What follows belongs to an exercise in optimizing a design on an open flow for small area and a short achievable clock period; a production flow would make more cautious choices. In this exercise RTL edits were held to simulation tests only and were not proved equivalent to the original. Power and IR drop assume default switching activity.

// fp_mul
module fp_mul(
    input clk,
    input rst,
    input [31:0] a_s,
    input [31:0] b_s,
    output reg [31:0] c_out,
    output reg overflow
);
Size: about 740 cells after synthesis, about 99 I/O pins.
Settings: LEC_CHECK=0, CAP_MARGIN=20, CORE_MARGIN=2, CORE_UTILIZATION=40, SETUP_SLACK_MARGIN=2.3, SLEW_MARGIN=20; clock period 4.0 ns.
standard.sh (not shown) runs the stock make flow with config.mk's settings and CLKGATE_MAP_FILE= SYNTH_SCRIPT=/design/flow/synth_recipe.tcl, a recipe that flattens the netlist after the stock synthesis.
==> flow/flow/run.sh <==
#!/bin/bash
# Standard layout (the standard.sh), with these changes:
#  - port buffers made of sky130_fd_sc_hd__buf_1 cells instead of the default pick;
#  - clock tree leaves of clkbuf_8 under a clkbuf_16 root, no dummy loads;
#  - no mapping of adders to full/half-adder cells (abc maps them);
#  - abc maps the logic with flow/abc.script (no abc-level buffering or sizing;
#    the resizer does that after placement). Everything else in ORFS's scripts
#    folder is used unchanged, from a copy.
set -euo pipefail
cp -r "$FLOW_HOME/scripts" scripts_mod
cp flow/abc.script scripts_mod/abc_speed.script
export SCRIPTS_DIR="$PWD/scripts_mod"
export BUFFER_PORTS_ARGS="-buffer_cell sky130_fd_sc_hd__buf_1"
export CTS_ARGS="-sink_clustering_enable -repair_clock_nets -buf_list sky130_fd_sc_hd__clkbuf_8 -root_buf sky130_fd_sc_hd__clkbuf_16 -dont_use_dummy_load"
bash standard.sh ADDER_MAP_FILE= finish > standard_make.log 2>&1
==> flow/flow/abc.script <==
strash
dch
map -B 0.9
topo
The baseline went through all stages and came out clean.
Rerun with:
==> flow/flow/abc.script (replaced) <==
strash
dch
map -B 0.9
topo
stime -c
buffer -c
upsize -c
dnsize -c
--- a/flow/config.mk
+++ b/flow/config.mk
@@ -10,3 +10,3 @@
 export CORE_UTILIZATION = 40
-export SETUP_SLACK_MARGIN = 2.3
+export SETUP_SLACK_MARGIN = 2.1
 export SLEW_MARGIN = 20
=> The changed run went through all stages and came out clean; die area rises by 4.4%; fmax falls by 2.9%; routed wire length falls by 12%.
Rerun with:
--- a/flow/config.mk
+++ b/flow/config.mk
@@ -10,3 +10,3 @@
 export CORE_UTILIZATION = 40
-export SETUP_SLACK_MARGIN = 2.1
+export SETUP_SLACK_MARGIN = 2.3
 export SLEW_MARGIN = 20
Result: Die area is unchanged; total power came out higher by 5.9%; final cell count came out higher by 1.5%; wire length came out higher by 9.2%; clock skew came out lower by 0.0056 ns.

The RTL this note starts from:
==> flow/design.v <==
module fp_mul(
    input clk,
    input rst,
    input [31:0] a_s,
    input [31:0] b_s,
    output reg [31:0] c_out,
    output reg overflow
);
    localparam M = 12;    
    reg [4:0] cnt;
    reg  st, dn;                
    wire start = st;
    wire done  = dn;
    wire eadd  = (cnt != 5'd0) && (cnt <= 5'd8);
    reg [22:0] A;         
    reg [22:0] B;         
    reg [23:0] P;         
    reg        k;         
    reg        q24, q23;  
    reg [7:0]  X;         
    reg [7:0]  Y;         
    reg        cy;        
    reg        Z;         
    reg        sx, sr;    
    wire [23:0] pp = B[0] ? {1'b1, A} : 24'd0;
    wire [M-1:0] lo  = {1'b0, P[M-2:0]} + {1'b0, pp[M-2:0]};
    wire         s1  = P[M-1] ^ pp[M-1] ^ k;
    wire         c1  = (P[M-1] & pp[M-1]) | (P[M-1] & k) | (pp[M-1] & k);
    wire         sm  = s1 ^ lo[M-1];
    wire         c2  = s1 & lo[M-1];
    wire [24-M:0] hi = {1'b0, P[23:M]} + {1'b0, pp[23:M]} + {{(24-M){1'b0}}, c1};
    wire [24:0]  U   = {hi, sm, lo[M-2:0]};
    wire es = X[0] ^ Y[0] ^ (cy & eadd);
    wire ec = (X[0] & Y[0]) | (X[0] & cy) | (Y[0] & cy);
    always @(posedge clk) begin
        if (start) begin
            A  <= a_s[22:0];
            B  <= {1'b1, b_s[22:1]};
            X  <= a_s[30:23];
            Y  <= b_s[30:23];
            cy <= 1'b1;
            sx <= a_s[31];
            sr <= a_s[31] ^ b_s[31];
            P  <= b_s[0] ? {1'b0, 1'b1, a_s[22:1]} : 24'd0;
            k  <= 1'b0;
        end else begin
            B  <= {1'b0, B[22:1]};
            X  <= {es, X[7:1]};
            Y  <= {1'b0, Y[7:1]};
            if (eadd) cy <= ec;
            P  <= U[24:1];
            k  <= c2;
        end
        q24 <= U[0];
        q23 <= q24;
        if (cnt == 5'd1) Z <= (X == 8'd0) || (Y == 8'd0);
    end
    wire        p47 = P[22];
    wire [7:0]  e   = {~X[7], X[6:0]};
    wire        e8  = ~(cy ^ X[7]);
    wire        of  = e8 | (p47 & (&e));
    wire        zr  = Z | rst;
    wire        n1  = ~zr & p47;
    wire        n0  = ~zr & ~p47;
    wire [7:0]  eo  = (e & {8{~zr}}) + {7'd0, n1};
    wire [22:0] fr  = ({23{n1}} & {P[21:0], q24}) | ({23{n0}} & {P[20:0], q24, q23});
    always @(posedge clk) begin
        if (rst || done)
            cnt <= 5'd0;
        else
            cnt <= cnt + 5'd1;
        st <= rst | done;
        dn <= ~rst & (cnt == 5'd24);
        if (rst || done) begin
            c_out[31]    <= ~rst & (Z ? sx : sr);
            c_out[30:23] <= eo;
            c_out[22:0]  <= fr;
            overflow     <= ~rst & of;
        end
    end
endmodule
Settings: LEC_CHECK=0, CAP_MARGIN=20, CORE_MARGIN=2, CORE_UTILIZATION=40, SETUP_SLACK_MARGIN=2.25, SLEW_MARGIN=20, TNS_END_PERCENT=0; clock period 4.0 ns.
==> flow/flow/abc.script <==
strash
dch
map -B 0.9
topo
stime -c
buffer -c
upsize -c
dnsize -c
Scripts as last shown in full above: flow/flow/run.sh
Then changed:
==> flow/flow/abc.script (replaced) <==
strash
dch
map -D 1300 -B 0.9
topo
stime -c
buffer -c
upsize -c -D 1300
dnsize -c -D 1300
SETUP_SLACK_MARGIN = 2.1   (was 2.25)
TNS_END_PERCENT = default   (was 0)
After rerunning:
- fmax rises by 0.48%
- global-route usage rises by 0.30 points
- synthesized area falls by 2.7%
- setup slack is better by 0.0086 ns
- total power stays flat
- wire length barely changes

Setup of exp/willow:
RTL: the design.v shown in full above, as it stands there.
clock: 4.0 ns
lec_check: 0
cap_margin: 20
core_margin: 2
core_utilization: 40
setup_slack_margin: 2.3
slew_margin: 20
tns_end_percent: 0
==> flow/flow/abc.script <==
strash
dch
map -B 0.9
topo
stime -c
buffer -c
upsize -c
dnsize -c
Scripts as last shown in full above: flow/flow/run.sh
Input-level comparison between exp/umber and exp/willow:
# exp/willow
export LEC_CHECK = 0
export CAP_MARGIN = 20
export CORE_MARGIN = 2
export CORE_UTILIZATION = 40
export SETUP_SLACK_MARGIN = 2.3
export SLEW_MARGIN = 20
export TNS_END_PERCENT = 0
create_clock -name core_clock -period 4.0 [get_ports {clk}]
# exp/umber
export LEC_CHECK = 0
export CAP_MARGIN = 20
export CORE_MARGIN = 2
export CORE_UTILIZATION = 40
export SETUP_SLACK_MARGIN = 2.15
export SLEW_MARGIN = 20
create_clock -name core_clock -period 4.0 [get_ports {clk}]
==> comparison <==
- Between exp/willow and exp/umber, the number of instances in the placed design does not differ in any meaningful way.
- Of exp/umber and exp/willow, exp/umber shows the lower clock share of power, with exp/willow above it.
- Side by side, post-route standard cell area excluding fillers turned out higher in exp/umber than in exp/willow.
### exp/umber -> exp/indigo
# exp/umber
export LEC_CHECK = 0
export CAP_MARGIN = 20
export CORE_MARGIN = 2
export CORE_UTILIZATION = 40
export SETUP_SLACK_MARGIN = 2.15
export SLEW_MARGIN = 20
create_clock -name core_clock -period 4.0 [get_ports {clk}]
# exp/indigo
export LEC_CHECK = 0
export CAP_MARGIN = 20
export CORE_MARGIN = 2
export CORE_UTILIZATION = 50
export SETUP_SLACK_MARGIN = 2.1
export SLEW_MARGIN = 20
create_clock -name core_clock -period 4.0 [get_ports {clk}]
[summary]
Wire length on met1 for exp/indigo: 160 um down relative to exp/umber
Between exp/umber and exp/indigo, the smallest hold slack does not differ in any meaningful way.
exp/indigo vs exp/umber: met3 wire length down by a few percent
exp/indigo ended up with fewer standard cells than exp/umber.
### exp/indigo -> exp/juniper
# exp/indigo
export LEC_CHECK = 0
export CAP_MARGIN = 20
export CORE_MARGIN = 2
export CORE_UTILIZATION = 50
export SETUP_SLACK_MARGIN = 2.1
export SLEW_MARGIN = 20
create_clock -name core_clock -period 4.0 [get_ports {clk}]
# exp/juniper
export LEC_CHECK = 0
export CAP_MARGIN = 20
export CORE_MARGIN = 2
export CORE_UTILIZATION = 40
export SETUP_SLACK_MARGIN = 2.1
export SLEW_MARGIN = 20
create_clock -name core_clock -period 4.0 [get_ports {clk}]
==> flow/flow/abc.script <==
strash
dch
map -D 1600 -B 0.9
topo
stime -c
buffer -c
upsize -c -D 1600
dnsize -c -D 1600
### Flow results
NOTE: net switching component of the power in exp/juniper falls short of that of exp/indigo. In the reports for exp/juniper and exp/indigo, the smaller cell count along the critical path belongs to exp/indigo. exp/juniper vs exp/indigo: area growth from synthesis to final layout up in exp/juniper. ~same power per unit of standard cell area in exp/juniper and exp/indigo. Status: clock power parity (exp/indigo, exp/juniper). The higher final cycle utilization of the critical path of exp/juniper and exp/indigo is in exp/indigo. On clock network latency to the later pin of the worst-skew pair, exp/juniper tracks exp/indigo almost exactly.

port drivers added, routing unchanged:
The results above use ideal ports. As a check the final layouts listed here were re-extracted and re-timed, cells and wires unchanged. Step 1: set_driving_cell puts a clkbuf_16 on clk and a buf_2 on each other input, an assumption about the parent block. Step 2 adds t to the input delays and takes it off the output delays; t is the mean of the earliest and latest rising clock arrival at the registers after step 1. Input paths then give back, and output paths get back, about the clock's delay inside the block. Three values: ideal, step 1, step 2; two values: the first two.
run	t (ns)	setup WS [ns]	worst slew at a driven data input, ns
the first run of note 1	0.404	2.236 / 2.235 / 2.089	0.03
the second run of note 1	0.394	2.183 / 2.183 / 1.842	0.05
the third run of note 1	0.399	2.223 / 2.223 / 1.999	0.06
the first run of note 2	0.404	2.183 / 2.200 / 1.796	0.04
the second run of note 2	0.400	2.191 / 2.203 / 1.803	0.05
exp/willow	0.404	2.183 / 2.200 / 1.796	0.04
exp/umber	0.399	2.218 / 2.213 / 1.843	0.05
exp/indigo	0.408	2.210 / 2.206 / 1.859	0.04
exp/juniper	0.405	2.224 / 2.219 / 1.868	0.05
After both steps every run listed still meets setup and hold. The setup slack of the second run of note 2, which loses most, moves by +0.012 ns with the drivers and by -0.388 ns with both steps.
